Background: an optimization exercise with open tools, aiming at a short achievable clock period and few clock cycles. Do not read the settings as production practice.
Function was checked by simulation only, so behaviour that the tests miss may differ from the original.
Power figures rest on the tool's default switching activity, not on a simulated workload.

--- design/flow/design.v ---
module ALU(
	input [31:0] val1, val2,
	input [3:0] exec_cmd,
	input C_in,
	output reg [31:0] ALU_res,
	output reg C_out, V,
	output Z, N
);
	always@(*)begin
    	case (exec_cmd)
	      	4'b0001  : begin  
	      	ALU_res <= val2;
	      	{V, C_out} <= 0;
	      	end
	      	4'b1001  : begin  
	      	ALU_res <= ~val2;
	      	{V, C_out} <= 0; 
	      	end
	      	4'b0010  : begin  
	      	{C_out, ALU_res} <= val1 + val2;
	      	V <= (val1[31] & val2[31] & !ALU_res[31]) || (!val1[31] & !val2[31] & ALU_res[31]);
	      	end
	      	4'b0011  : begin  
	      	{C_out, ALU_res} <= val1 + val2 + C_in;
	      	V <= (val1[31] & val2[31] & !ALU_res[31]) || (!val1[31] & !val2[31] & ALU_res[31]);
	      	end
	      	4'b0100  : begin  
	      	{C_out, ALU_res} <= val1 - val2;
	      	V <= (!val1[31] & val2[31] & ALU_res[31]) || (val1[31] & !val2[31] & !ALU_res[31]);
	      	end
	      	4'b0101  : begin  
	      	{C_out, ALU_res} <= val1 - val2 - C_in;
			V <= (!val1[31] & val2[31] & ALU_res[31]) || (val1[31] & !val2[31] & !ALU_res[31]);
	      	end
	      	4'b0110  : begin  
	      	ALU_res <= val1 & val2;
	      	{V, C_out} <= 0;
	      	end
	      	4'b0111  : begin  
	      	ALU_res <= val1 | val2;
	      	{V, C_out} <= 0;
	      	end
	     	4'b1000  : begin  
	     	ALU_res <= val1 ^ val2;
	     	{V, C_out} <= 0;
	     	end
	      	4'b0100  : begin  
	      	ALU_res <= val1 - val2;
	      	{V, C_out} <= 0;
	      	end
	      	4'b0110  : begin  
	      	ALU_res <= val1 & val2;
	      	{V, C_out} <= 0;
	      	end
	      	4'b0010  : begin  
	      	ALU_res <= val1 + val2;
	      	{V, C_out} <= 0;
	      	end
	     	default  : begin  
			ALU_res <= 32'b0;
	     	{V, C_out} <= 0;
	     	end
    	endcase
	end
    assign N = ALU_res[31];
	assign Z = ~(|ALU_res);
endmodule  
module condition_check (
  input Z, N, C, V,
  input [3:0] cond,
  output reg matched
);
	always @* begin
		case(cond)
			4'b0000: matched <= Z;  
			4'b0001: matched <= !Z;  
			4'b0010: matched <= C;  
			4'b0011: matched <= !C;  
			4'b0100: matched <= N;  
			4'b0101: matched <= !N;  
			4'b0110: matched <= V;  
			4'b0111: matched <= !V;  
			4'b1000: matched <= C && (!Z);  
			4'b1001: matched <= (!C) && Z;  
			4'b1010: matched <= (N == V);  
			4'b1011: matched <= (N != V);  
			4'b1100: matched <= (!Z) && (N == V);  
			4'b1101: matched <= Z || (N != V);  
			4'b1110: matched <= 1;  
			default: matched <= 0;
		endcase
	end
endmodule
module control_unit(
  input [1:0] mode,
  input [3:0] opcode,
  input S_in, I,
  output reg [3:0] exec_cmd,
  output mem_read, mem_write, wb_enable, imm, B,
  output reg S_out
);
  assign B = (mode == 2'b10);  
  assign mem_read = (mode == 2'b01 && S_in==1);  
  assign mem_write = (mode == 2'b01 && S_in==0);  
  assign wb_enable = !(opcode==4'b1010) && !(opcode==4'b1000) && !(mode==2'b10) && !(mode==2'b01 && S_in==0);
  assign imm = I;
  always@(*)begin
    if(mode==2'b00)
      S_out <= S_in;
    else
      S_out <= 0;
  end
  always@(*)begin
    case (opcode)
      4'b1101  : exec_cmd <= 4'b0001;  
      4'b1111  : exec_cmd <= 4'b1001;  
      4'b0100  : exec_cmd <= 4'b0010;  
      4'b0101  : exec_cmd <= 4'b0011;  
      4'b0010  : exec_cmd <= 4'b0100;  
      4'b0110  : exec_cmd <= 4'b0101;  
      4'b0000  : exec_cmd <= 4'b0110;  
      4'b1100  : exec_cmd <= 4'b0111;  
      4'b0001  : exec_cmd <= 4'b1000;  
      4'b1010  : exec_cmd <= 4'b0100;  
      4'b1000  : exec_cmd <= 4'b0110;  
      4'b0100  : exec_cmd <= 4'b0010;  
      default : exec_cmd <= 4'b1111;  
    endcase
  end
endmodule
module forwarding_unit (
  input forwarding,
  input [3:0] src1, src2,
  input MEM_wb_en, WB_wb_en,
  input [3:0] MEM_wb_dest, WB_wb_dest,
  output reg [1:0] sel_src1, sel_src2
);
	always @(*) begin
		if(~forwarding)begin
			sel_src1 <= 2'b00;
		end
		else begin
			if(MEM_wb_en && (MEM_wb_dest==src1))begin
				sel_src1 <= 2'b01;
			end
			else if(WB_wb_en && (WB_wb_dest==src1))begin
				sel_src1 <= 2'b10;
			end
			else begin
				sel_src1 <= 2'b00;
			end
		end
	end
	always @(*) begin
		if(~forwarding)begin
			sel_src2 <= 2'b00;
		end
		else begin
			if(MEM_wb_en && (MEM_wb_dest==src2))begin
				sel_src2 <= 2'b01;
			end
			else if(WB_wb_en && (WB_wb_dest==src2))begin
				sel_src2 <= 2'b10;
			end
			else begin
				sel_src2 <= 2'b00;
			end
		end
	end
endmodule
module hazard_detection_unit (
  input forwarding,
  input [3:0] src1, src2, exec_dest, mem_dest,
  input exec_wb_enable, mem_wb_enable, two_src,
  output reg hazard
);
  always@(*)begin
    if(forwarding) begin
      hazard <= 0;
    end
    else if (
      (exec_wb_enable && exec_dest==src1) ||
      (exec_wb_enable && exec_dest==src2 && two_src) ||
      (mem_wb_enable && mem_dest==src1) ||
      (mem_wb_enable && mem_dest==src2 && two_src)
      ) 
    begin
        hazard <= 1;
    end
    else begin
      hazard <= 0;
    end
  end
endmodule
module register_file(
  input clk, rst,
  input [3:0] src1, src2, dest_wb,
  input[31:0] result_wb,
  input wb_en,
  output [31:0] reg1, reg2
);
  reg [31:0] reg_file [0:14];
  assign reg1 = reg_file[src1];
  assign reg2 = reg_file[src2];
  always@(negedge clk)begin
    if(wb_en)begin
        reg_file[dest_wb] <= result_wb;
    end
  end
endmodule
module status_register(
	input clk, rst, C_in, V_in, Z_in, N_in, S,
	output C_out, V_out, Z_out, N_out
);
	reg C, V, Z, N;
	always @(negedge clk, posedge rst) begin
		if(rst) begin
		 {C,V,Z,N} <= 4'b0;
		end
		else if(S) begin  
			C <= C_in;	
			V <= V_in;	
			Z <= Z_in;	
			N <= N_in;	
		end
	end
	assign C_out = C;	
	assign V_out = V;	
	assign Z_out = Z;	
	assign N_out = N;
endmodule
module val2_generator(
  input [31:0] val_Rm,
  input [11:0] shift_operand,
  input imm, load_store,
  output reg [31:0] val2
);
  reg [31:0] imm_32bit;
  reg [63:0] rot_tmp;
  always@(*)begin
    rot_tmp = 64'b0;
    imm_32bit = 32'b0;
    if(load_store) begin
      val2 = {{20{shift_operand[11]}},shift_operand};
    end
    else if (imm) begin
      rot_tmp = {24'b0, shift_operand[7:0], 24'b0, shift_operand[7:0]} >> {shift_operand[11:8], 1'b0};
      imm_32bit = rot_tmp[31:0];
	    val2 = imm_32bit;
	  end  
    else begin
      case (shift_operand[6:5])
        2'b00: val2 = val_Rm << shift_operand[11:7];  
        2'b01: val2 = val_Rm >> shift_operand[11:7];  
        2'b10: val2 = val_Rm >>> shift_operand[11:7];  
        2'b11: begin  
          rot_tmp = {val_Rm, val_Rm} >> shift_operand[11:7];
          val2 = rot_tmp[31:0];
        end
      endcase
    end
  end
endmodule
module IF_stage (
  input clk, rst, freeze, branch_taken, 
  input [31:0] branch_addr,
  input [31:0] imem_rdata,
  output [31:0] imem_addr,
  output [31:0] PC_out, instruction
);
  reg [31:0] PC;
  always@(posedge clk, posedge rst)begin
    if(rst)
      PC <= 32'b0;
    else if(!freeze)begin
      if(branch_taken)
        PC <= branch_addr;
      else
        PC <= PC+4;
    end
  end
  assign imem_addr = PC;
  assign instruction = imem_rdata;
  assign PC_out = PC+4;
endmodule
module IF_stage_reg(
  input clk, rst, freeze, flush, 
  input [31:0] PC_in, Instruction_in, 
  output reg [31:0] PC_out, Instruction_out
);
  always@(posedge clk, posedge rst) begin
    if(rst) begin 
      PC_out <= 32'b0;
      Instruction_out <= 32'b0;
    end
    else if(flush) begin 
      PC_out <= 32'b0;
      Instruction_out <= 32'b0;
    end
    else if(!freeze) begin 
      PC_out <= PC_in;
      Instruction_out <= Instruction_in;  
    end 
  end
endmodule  
module ID_stage (
  input clk, rst, 
  input [31:0] PC_in,
  input [31:0] instruction, 
  input [31:0] result_wb, 
  input write_back,
  input [3:0] dest_wb,
  input hazard, 
  input Z, N, C,V,	
  output [31:0] PC_out,
  output reg wb_enable,
  output reg mem_read, 
  output mem_write, 
  output reg B, S, imm,
  output reg [3:0] exec_cmd,
  output [31:0] val_Rn, val_Rm,
  output [3:0] Rd,
  output [11:0] shift_operand,
  output [23:0] signed_imm_24,
  output [3:0] src1, src2,
  output two_src 
);
	wire [3:0] cu_exec_cmd;
	reg [3:0] src2_mux_out;
	wire cu_mem_read, cu_mem_write, cu_wb_enable, cu_imm, cu_B, cu_S, cond_matched; 
	reg mem_write_mux_out;
	assign PC_out = PC_in;
	assign src1 = instruction[19:16];
	assign src2 = src2_mux_out;
	assign two_src = cu_mem_write || !cu_imm;
	control_unit cu(instruction[27:26], instruction[24:21], instruction[20], instruction[25],
	cu_exec_cmd, cu_mem_read, cu_mem_write, cu_wb_enable, cu_imm, cu_B, cu_S);
	condition_check cc(Z, N, C, V, instruction[31:28], cond_matched);
	always @(*) begin
		if(hazard || !cond_matched) begin
			{wb_enable, mem_read, mem_write_mux_out, exec_cmd, B, S, imm} <= 10'b0;
		end
		else begin
			{wb_enable, mem_read, mem_write_mux_out, exec_cmd, B, S, imm} <= {cu_wb_enable, cu_mem_read, cu_mem_write, cu_exec_cmd, cu_B, cu_S, cu_imm};
		end
	end
	always @(*) begin
		if(cu_mem_write) begin  
			src2_mux_out <= instruction[15:12];
		end
		else begin
			src2_mux_out <= instruction[3:0];
		end
	end
	register_file rf(clk, rst, instruction[19:16], src2_mux_out, dest_wb, result_wb, write_back, val_Rn, val_Rm);
	assign signed_imm_24 = instruction[23:0];
	assign Rd = instruction[15:12];
	assign shift_operand = instruction[11:0];
	assign mem_write = mem_write_mux_out;
endmodule
module ID_stage_reg(
  input clk, rst, flush, 
  input [31:0] PC_in,
  input wb_enable_in, mem_read_in, mem_write_in, B_in, S_in, imm_in,
  input [3:0] exec_cmd_in,
  input [31:0] val_Rn_in, val_Rm_in,
  input [3:0] Rd_in,
  input [11:0] shift_operand_in,
  input [23:0] signed_imm_24_in,
  input C_in,
  input [3:0] src1_in, src2_in,
  output reg [31:0] PC_out,
  output reg wb_enable_out, mem_read_out, mem_write_out, B_out, S_out, imm_out,
  output reg [3:0] exec_cmd_out,
  output reg [31:0] val_Rn_out, val_Rm_out,
  output reg [3:0] Rd_out,
  output reg [11:0] shift_operand_out,
  output reg [23:0] signed_imm_24_out,
  output reg C_out,
  output reg [3:0] src1_out, src2_out
);
  always@(posedge clk, posedge rst) begin
    if(rst)begin
      PC_out <= 32'b0;
      {wb_enable_out, mem_read_out, mem_write_out, B_out, S_out, imm_out} <= 6'b0;
      {val_Rn_out, val_Rm_out, Rd_out} <= 68'b0;
      {exec_cmd_out, shift_operand_out, signed_imm_24_out, C_out} <= 42'b0;
      {src1_out, src2_out} <= 8'b0;
    end
    else if(flush) begin
      PC_out <= 32'b0;
      {wb_enable_out, mem_read_out, mem_write_out, B_out, S_out, imm_out} <= 6'b0;
      {val_Rn_out, val_Rm_out, Rd_out} <= 68'b0;
      {exec_cmd_out, shift_operand_out, signed_imm_24_out, C_out} <= 42'b0;
      {src1_out, src2_out} <= 8'b0;
    end
    else begin
      PC_out <= PC_in;
      wb_enable_out <= wb_enable_in;
      mem_read_out <= mem_read_in;
      mem_write_out <= mem_write_in;
      B_out <= B_in;
      S_out <= S_in;
      imm_out <= imm_in;
      exec_cmd_out <= exec_cmd_in;
      val_Rn_out <= val_Rn_in;
      val_Rm_out <= val_Rm_in;
      Rd_out <= Rd_in;
      shift_operand_out <= shift_operand_in;
      signed_imm_24_out <= signed_imm_24_in;
      C_out <= C_in;
      src1_out <= src1_in;
      src2_out <= src2_in;
    end
  end
endmodule  
module exec_stage (
  input clk, 
  input [31:0] PC_in,
  input [3:0] exec_cmd, 
  input mem_write, mem_read, imm,
  input [31:0] val_Rn, val_Rm,
  input [11:0] shift_operand,
  input [23:0] signed_imm_24,
  input C_in,
  input [1:0] sel_src1, sel_src2,
  input [31:0] MEM_wb_val, WB_wb_val,
  output[31:0] PC_out,
  output [31:0] ALU_res, branch_addr,
  output C_out, V, Z, N,
  output [31:0] val_Rm_out
);
wire [31:0] val2;
wire load_store;
wire [31:0] extended_signed_im;
reg [31:0] src1_mux_out, src2_mux_out;
assign PC_out = PC_in;
assign load_store = mem_write || mem_read;
assign extended_signed_im = {{8{signed_imm_24[23]}}, signed_imm_24} << 2;
assign val_Rm_out = src2_mux_out;
always @(*) begin
  case(sel_src1)
    2'b00: src1_mux_out <= val_Rn;
    2'b01: src1_mux_out <= MEM_wb_val;
    2'b10: src1_mux_out <= WB_wb_val;
    default: src1_mux_out <= val_Rn;
  endcase
end
always @(*) begin
  case(sel_src2)
    2'b00: src2_mux_out <= val_Rm;
    2'b01: src2_mux_out <= MEM_wb_val;
    2'b10: src2_mux_out <= WB_wb_val;
    default: src2_mux_out <= val_Rm;
  endcase
end
val2_generator val2_gen(
  src2_mux_out,
  shift_operand,
  imm, load_store,
  val2
);
ALU alu( 
	src1_mux_out, val2,
	exec_cmd,
	C_in,
	ALU_res,
	C_out, V, Z, N
);
assign branch_addr = PC_in + extended_signed_im;
endmodule
module exec_stage_reg(
  	input clk, rst,
  	input [31:0] PC_in,
	input wb_enable_in, mem_read_in, mem_write_in,
	input [31:0] ALU_res_in, val_Rm_in,
	input [3:0 ] Rd_in,
  	output reg [31:0] PC_out,
  	output reg wb_enable_out, mem_read_out, mem_write_out,
	output reg [31:0] ALU_res_out, val_Rm_out,
	output reg [3:0] Rd_out
);
  always@(posedge clk, posedge rst) begin
    if(rst)begin
    	PC_out <= 32'b0;
    	{wb_enable_out, mem_read_out, mem_write_out} <= 3'b0;
    	{ALU_res_out, val_Rm_out} <= 64'b0;
    	Rd_out <= 4'b0;
    end
    else begin
      PC_out <= PC_in;
      wb_enable_out <= wb_enable_in;
      mem_read_out <= mem_read_in;
      mem_write_out <= mem_write_in;
      ALU_res_out <= ALU_res_in;
      val_Rm_out <= val_Rm_in;
      Rd_out <= Rd_in;
    end
  end
endmodule
module mem_stage (
  input clk, rst,
  input [31:0] PC_in, ALU_result, val_Rm,
  input mem_read, mem_write,
  input [31:0] dmem_rdata,
  output [31:0] dmem_addr, dmem_wdata,
  output dmem_we, dmem_re,
  output [31:0] PC_out, mem_result,
  output reg [31:0] wb_result
);
  always @(*) begin
    if(mem_read)begin
      wb_result <= mem_result;
    end
    else begin
      wb_result <= ALU_result;
    end
  end
  assign PC_out = PC_in;
  assign dmem_addr = ALU_result;
  assign dmem_wdata = val_Rm;
  assign dmem_we = mem_write;
  assign dmem_re = mem_read;
  assign mem_result = dmem_rdata;
endmodule
module mem_stage_reg(
  input clk, rst,
  input [31:0] PC_in,
  input mem_read_in, wb_enable_in,
  input [3:0] wb_dest_in,
  input [31:0] ALU_result_in, mem_result_in,
  output reg [31:0] PC_out,
  output reg mem_read_out, wb_enable_out,
  output reg [3:0] wb_dest_out,
  output reg [31:0] ALU_result_out, mem_result_out
);
  always@(posedge clk, posedge rst) begin
    if(rst) begin
      PC_out <= 32'b0;
      {mem_read_out, wb_enable_out, wb_dest_out, ALU_result_out, mem_result_out} <= 0;
    end
    else begin
      PC_out <= PC_in;
      {mem_read_out, wb_enable_out, wb_dest_out, ALU_result_out, mem_result_out} <= 
          {mem_read_in, wb_enable_in, wb_dest_in, ALU_result_in, mem_result_in};
    end
  end
endmodule
module WB_stage (
  input clk, rst, 
  input [31:0] PC_in, 
  input mem_read,
  input [31:0] mem_res, alu_res,
  output [31:0] PC_out,
  output reg [31:0] wb_val
);
  assign PC_out = PC_in;
  always @(*)begin
	  if(mem_read)
	  	wb_val <= mem_res;
	  else
	  	wb_val <= alu_res;
  end
endmodule
module ARM (
  input clk, rst,
  output [31:0] imem_addr,
  input [31:0] imem_rdata,
  output [31:0] dmem_addr, dmem_wdata,
  output dmem_we, dmem_re,
  input [31:0] dmem_rdata
);
wire forwarding = 1'b1;
wire hazard;
wire [31:0] PC_IF_out, PC_ID_in, PC_ID_out, PC_exec_in, PC_exec_out, PC_mem_in, PC_mem_out, PC_WB_in, PC_WB_out;
wire [31:0] inst_IF, inst_ID;
wire [31:0] wb_result_WB_out;
wire wb_enable_ID_out, mem_read_ID_out, mem_write_ID_out, B_ID_out, S_ID_out, imm_ID_out;
wire [3:0] exec_cmd_ID_out, Rd_ID_out;
wire [31:0] val_Rn_ID_out, val_Rm_ID_out;
wire [11:0] shift_operand_ID_out;
wire [23:0] signed_imm_24_ID_out;
wire [3:0] src1_ID_out, src2_ID_out;
wire two_src_ID_out;
wire Z, N, C, V;
wire wb_enable_exec_in, mem_read_exec_in, mem_write_exec_in, B_exec_in, S_exec_in, imm_exec_in, C_exec_in;
wire [3:0] exec_cmd_exec_in, Rd_exec_in;
wire [31:0] val_Rn_exec_in, val_Rm_exec_in;
wire [11:0] shift_operand_exec_in;
wire [23:0] signed_imm_24_exec_in;
wire [3:0] src1_exec_in, src2_exec_in;
wire C_exec_out, V_exec_out, Z_exec_out, N_exec_out;
wire [31:0] ALU_res_exec_out, branch_addr_exec_out, val_Rm_exec_out;
wire mem_read_wb_in, wb_enable_wb_in;
wire [3:0] wb_dest_wb_in;
wire [31:0] ALU_result_wb_in, mem_result_wb_in;
wire [3:0] Rd_mem_in;
wire wb_enable_mem_in;
wire [31:0] val_Rm_mem_in;
wire [31:0] ALU_res_mem_in;
wire [31:0] mem_result_mem_out, wb_result_mem_out;
wire [1:0] sel_src1, sel_src2;
IF_stage IF(clk, rst, hazard, B_exec_in, branch_addr_exec_out, imem_rdata, imem_addr, PC_IF_out, inst_IF);
IF_stage_reg IF_reg(clk, rst, hazard, B_exec_in, PC_IF_out, inst_IF, PC_ID_in, inst_ID);
status_register sr(
clk, rst, C_exec_out, V_exec_out, Z_exec_out, N_exec_out, 
S_exec_in,
C, V, Z, N);
ID_stage ID(clk, rst, PC_ID_in, inst_ID, wb_result_WB_out, wb_enable_wb_in, wb_dest_wb_in, hazard, Z, N, C, V,
PC_ID_out, wb_enable_ID_out, mem_read_ID_out, mem_write_ID_out, B_ID_out, S_ID_out, imm_ID_out,
exec_cmd_ID_out, val_Rn_ID_out, val_Rm_ID_out, Rd_ID_out, shift_operand_ID_out, signed_imm_24_ID_out,
src1_ID_out, src2_ID_out, two_src_ID_out);
ID_stage_reg ID_reg(clk, rst, B_exec_in, PC_ID_out, wb_enable_ID_out, mem_read_ID_out,
mem_write_ID_out, B_ID_out, S_ID_out, imm_ID_out, exec_cmd_ID_out, val_Rn_ID_out,val_Rm_ID_out,
Rd_ID_out, shift_operand_ID_out, signed_imm_24_ID_out, C, src1_ID_out, src2_ID_out,
PC_exec_in, wb_enable_exec_in, mem_read_exec_in, mem_write_exec_in, B_exec_in, S_exec_in,
imm_exec_in, exec_cmd_exec_in, val_Rn_exec_in, val_Rm_exec_in, Rd_exec_in,
shift_operand_exec_in, signed_imm_24_exec_in, C_exec_in, src1_exec_in, src2_exec_in);
exec_stage exec(
clk, PC_exec_in, exec_cmd_exec_in, 
mem_write_exec_in, mem_read_exec_in, imm_exec_in,
val_Rn_exec_in, val_Rm_exec_in,
shift_operand_exec_in,
signed_imm_24_exec_in,
C_exec_in,
sel_src1, sel_src2,
wb_result_mem_out, wb_result_WB_out,
PC_exec_out, 
ALU_res_exec_out, branch_addr_exec_out, 
C_exec_out, V_exec_out, Z_exec_out, N_exec_out, val_Rm_exec_out);
exec_stage_reg exec_reg(clk, rst, PC_exec_out, 
wb_enable_exec_in, mem_read_exec_in, mem_write_exec_in,
ALU_res_exec_out, val_Rm_exec_out, Rd_exec_in,
PC_mem_in,
wb_enable_mem_in, mem_read_mem_in, mem_write_mem_in,
ALU_res_mem_in, val_Rm_mem_in, Rd_mem_in);
mem_stage mem(clk, rst, PC_mem_in, ALU_res_mem_in, val_Rm_mem_in, mem_read_mem_in, mem_write_mem_in,
dmem_rdata, dmem_addr, dmem_wdata, dmem_we, dmem_re,
PC_mem_out, mem_result_mem_out, wb_result_mem_out);
mem_stage_reg mem_reg(clk, rst, PC_mem_out, mem_read_mem_in, wb_enable_mem_in, Rd_mem_in, 
ALU_res_mem_in, mem_result_mem_out,
PC_WB_in, mem_read_wb_in, wb_enable_wb_in, wb_dest_wb_in, ALU_result_wb_in, mem_result_wb_in);
WB_stage WB(clk, rst, PC_WB_in, mem_read_wb_in, mem_result_wb_in, ALU_result_wb_in, PC_WB_out, wb_result_WB_out);
hazard_detection_unit hazard_detect(forwarding, src1_ID_out, src2_ID_out, Rd_exec_in, Rd_mem_in, 
wb_enable_exec_in, wb_enable_mem_in, two_src_ID_out, hazard);
forwarding_unit forward_unit (forwarding, src1_exec_in, src2_exec_in,
  wb_enable_mem_in, wb_enable_wb_in, 
  Rd_mem_in, wb_dest_wb_in,
  sel_src1, sel_src2
);
endmodule
--- design/flow/run.sh ---
#!/bin/bash
# synth_recipe.tcl (not shown) runs the flow's synth.tcl, then flattens the netlist and writes it again
# the make line also repeats each setting of config.mk as NAME=value (left out here)
make -C /OpenROAD-flow-scripts/flow DESIGN_CONFIG=/design/flow/config.mk WORK_HOME=/design/flow/orfs CLKGATE_MAP_FILE= SYNTH_SCRIPT=/design/flow/synth_recipe.tcl finish
--- design/flow/config.mk ---
export PLATFORM = sky130hd
export DESIGN_NAME = ARM
export DESIGN_NICKNAME = ARM
export VERILOG_FILES = /design/flow/design.v
export SDC_FILE = /design/flow/constraint.sdc
export NUM_CORES = 4
export LEC_CHECK = 0
export CAP_MARGIN = 20
export CORE_MARGIN = 2
export CORE_UTILIZATION = 40
export SLEW_MARGIN = 20
--- design/flow/constraint.sdc ---
create_clock -name core_clock -period 33.0 [get_ports {clk}]
set_input_delay 6.6000 -clock core_clock [delete_from_list [all_inputs] [get_ports {clk}]]
set_output_delay 6.6000 -clock core_clock [all_outputs]
set_load 0.01 [all_outputs]
==> qor.log <==
[run_status] outcome complete, no violations
[die] Die Span X 363 microns
[detailed_routing] total via count in the routed design 45200
[yosys] cell with the most instances after synthesis nand2_1
[die] site row count 131
[yosys] register bit total from synthesis 856
[timing] final setup vio count 0
[clocking] post-CTS setup buffers 0
[placement] routability congestion estimate 1.06
[power_and_ir_drop] Power Dens Cells 120 nW/um^2
[yosys] asr flop ratio synth 43.9%
[power_and_ir_drop] internal power 3580 uW
[die] placeable core region 128000 sq um
[yosys] post-synthesis cell type with the largest combined area edfxtp_1
[grt] pin count of the biggest net entering global routing 94
[yosys] sequential fraction of the synthesis area 46.2%
[hold_path] worst hold path stage count 0
[power_and_ir_drop] part of the total power dissipated in sequential elements 22.4%
[yosys] leading post-synthesis cells by instance count 723 x nand2_1, 480 x edfxtp_1, 372 x dfrtp_1, 290 x nor2_1, 268 x clkbuf_1
[setup_path] number of cells on the critical path 29
[detailed_routing] DRC violations left 0
[detailed_routing] per-cell routed wire length 28.9 microns
[power_and_ir_drop] switching portion of total power 50.2%
[setup_path] critical path type in -> reg
[yosys] Yosys warning count 19
[yosys] most common flop cell mapped by yosys edfxtp_1
[final_layout] area overhead of the layout relative to synthesis 16.4%
[setup_path] category of the worst setup path launch point input pin
[timing] max-slew violation count 0
[setup_path] data arrival time of the worst path 15.47 ns
[setup_path] kind of end point of the critical path flip-flop
[hold_path] class of the tightest hold or removal check reg -> reg
[setup_path] data required time at the worst endpoint 17.00 ns
[yosys] top area cells in the synthesized netlist edfxtp_1 28%, dfrtp_1 18%, mux4_2 7.1%, nand2_1 5.3%, ha_1 3.3%
[final_layout] count of inserted antenna diode cells 0
[setup_path] R2R depth 28
[placement] Placed Area 54900 sq um
[detailed_routing] ANT nets after route 0
[yosys] synth unique cells 118
[die] height of the die 363 microns
[die] Die Area 132000 sq um
[final_layout] area of all placed cells without fillers 60000 sq um
[grt] wire length of the first global-routing pass 299000 microns
[grt] number of global-route vias before repair 43300
[placement] port buffer count 163
[yosys] area share of the largest cell type after synthesis 28.0%
[grt] Overall Global Routing Usage 31.0%
[die] starting utilization of the core area 40.4%
[timing] final setup skew 0.0955 ns
[power_and_ir_drop] clock share of power 18.7%
[clocking] Worst-Skew Late Latency 0.74 ns
[setup_path] startpoint of the most critical register-to-register path mem_reg.mem_read_out$_DFF_PP0_
[detailed_routing] Iter 0 DRT Violations 5765
[clocking] Clock Tree Buf Depth 3
[power_and_ir_drop] combinational share of power 58.9%
[setup_path] delay of the slowest critical-path stage 0.64 ns
[setup_path] critical-path cell with the highest stage delay nor4bb_1
[grt] Overflow after GRT 0
[yosys] post-synthesis area per instance 10.3 sq um
[clocking] root buffer selected by CTS clkbuf_16
[final_layout] number of nets in the final layout 5698
[yosys] count of mapped cells out of synthesis 4998
[detailed_routing] Pre-Repair DR Iteration Count 8
[power_and_ir_drop] leakage power figure 0.0245 uW
[grt] initial antenna violation count 9
[power_and_ir_drop] net load switching power 3600 uW
[die] number of top-level design ports 164
[detailed_routing] total length of routed wires 209000 microns
[timing] setup repair after global routing missed its margin no
[clocking] CTS tree built
[hold_path] hold path startpoint ID_reg.wb_enable_out$_DFF_PP0_
[final_layout] share of cells above drive strength 1 11.4%
[clocking] cells resized by post-CTS repair 0
[yosys] number of synthesized flops with an enable pin 480
[clocking] clock-pin slew of the registers on the worst-case setup and hold paths 0.06 ns
[detailed_routing] vias per cell 6.25
[yosys] Syn Nets 5202
[clocking] number of H-tree levels 3
[timing] Worst-Margin Slew 1.21 ns
[yosys] summed instance area of the synthesized netlist 51500 sq um
[power_and_ir_drop] worst IR drop on VDD 0.0000562 V
[setup_path] maximum fanout count along the critical path 9
[setup_path] count of buffer and inverter cells on the critical path 3
[setup_path] Crit path max-delay family compound AO/OA/AOI/OAI gates
[setup_path] critical path startpoint dmem_rdata[5]
[clocking] clock sink count 856
[clocking] number of hold-repair buffers added at the cts stage 0
[timing] final count of hold timing violations 0
[clocking] cts bufs inserted 95
[timing] relative slew slack 17.9%
[placement] half-perimeter wire length of the detailed placement result 142000 microns
[timing] accumulated negative setup slack 0 ns
[run] count of max-cap constraint violations 0
[layout by cell type, fill, tap and decap left out, types with 64 or more instances in the layout]
master	instances
mux4_2	163
a311oi_1	109
nor2_1	275
ha_1	135
and3_1	66
xnor2_1	109
inv_1	635
clkbuf_16	98
nand3_1	228
o21ai_0	220
clkdlybuf4s50_1	163
nor2b_1	145
mux2i_1	121
a211oi_1	73
a21oi_1	183
dfrtp_1	362
a21o_1	64
edfxtp_1	480
nand2_1	723
nor3_1	92
buf_4	126
[stage by stage]
step	power, uW	setup slack [ns]	hold slack [ns]	instances	util, %
after global routing	7550	1.12	0.367	7237	47.0
after CTS	7060	1.82	0.365	7237	47.0
after floorplan	4310	3.32	0.331	4998	-
final	7180	1.53	0.363	7237	47.0
after detailed placement	5770	1.20	0.343	6580	43.0
after global placement	5780	1.10	0.346	6580	43.0
[state kept, by name, indices dropped and copies added (netlist names), 3 cells and up]
signal                    count
ID.rf.reg_file              480
ID_reg.PC_out                32
ID_reg.Rd_out                 3
ID_reg.exec_cmd_out           4
ID_reg.shift_operand_out     11
ID_reg.signed_imm_24_out      7
ID_reg.src1_out               3
ID_reg.src2_out               4
ID_reg.val_Rm_out            32
ID_reg.val_Rn_out            32
IF.PC                        32
IF_reg.Instruction_out       32
IF_reg.PC_out                32
exec_reg.ALU_res_out         32
exec_reg.Rd_out               4
exec_reg.val_Rm_out          32
mem_reg.ALU_result_out       32
mem_reg.mem_result_out       32
mem_reg.wb_dest_out           4
[per-layer routing]
layer | track usage [%] | part of all wire (%)
met4 | 18.5 | 6.4
met5 | 0.835 | 0.087
met2 | 47.9 | 45
met1 | 39.5 | 38
met3 | 7.54 | 10
[final timing paths]
| check | end | slack [ns] |
|---|---|---|
| setup / recovery | sr.V$_DFFE_NP0P_ | 1.53 |
| hold / removal | exec_reg.wb_enable_out$_DFF_PP0_ | 0.36 |
| setup reg to reg | sr.Z$_DFFE_NP0P_ | 5.99 |
| hold reg to reg | exec_reg.wb_enable_out$_DFF_PP0_ | 0.36 |
| max in group asynchronous | sr.Z$_DFFE_NP0P_ | 9.71 |
| min in group asynchronous | mem_reg.mem_result_out[4]$_DFF_PP0_ | 6.40 |
[area by class of cell]
type / count / area, sq um
tap: 1662 / 2080
timing repair buffer: 289 / 2580
inverter: 167 / 631
sequential: 856 / 23800
fill: 11900 / 67700
clock inverter: 538 / 2460
clock buffer: 120 / 2620
multi-input combinational: 3605 / 25800
[cells by family (layout without fill, tap and decap cells)]
group | count (synthesis) | count (layout) | synth area share (%)
AND/OR/NAND/NOR | 1768 | 1768 | 16.1
AO/OA/AOI/OAI | 1172 | 1172 | 16.0
flip-flops | 856 | 856 | 46.2
buffers and inverters | 537 | 1114 | 4.21
multiplexers | 356 | 356 | 11.1
XOR/XNOR | 171 | 171 | 2.92
adder cells (fa/ha/maj) | 138 | 138 | 3.39
[power by group through the flow]
stage | logic, uW | registers (uW) | clock network (uW)
global placement | 4080 | 1620 | 86.2
global route | 4470 | 1620 | 1450
finish | 4230 | 1610 | 1340
detailed placement | 4070 | 1620 | 86.2
floorplan | 2690 | 1530 | 86.2
CTS | 4090 | 1600 | 1360
Testbench counts, summed over its fixed seeds: cycles 42,383.
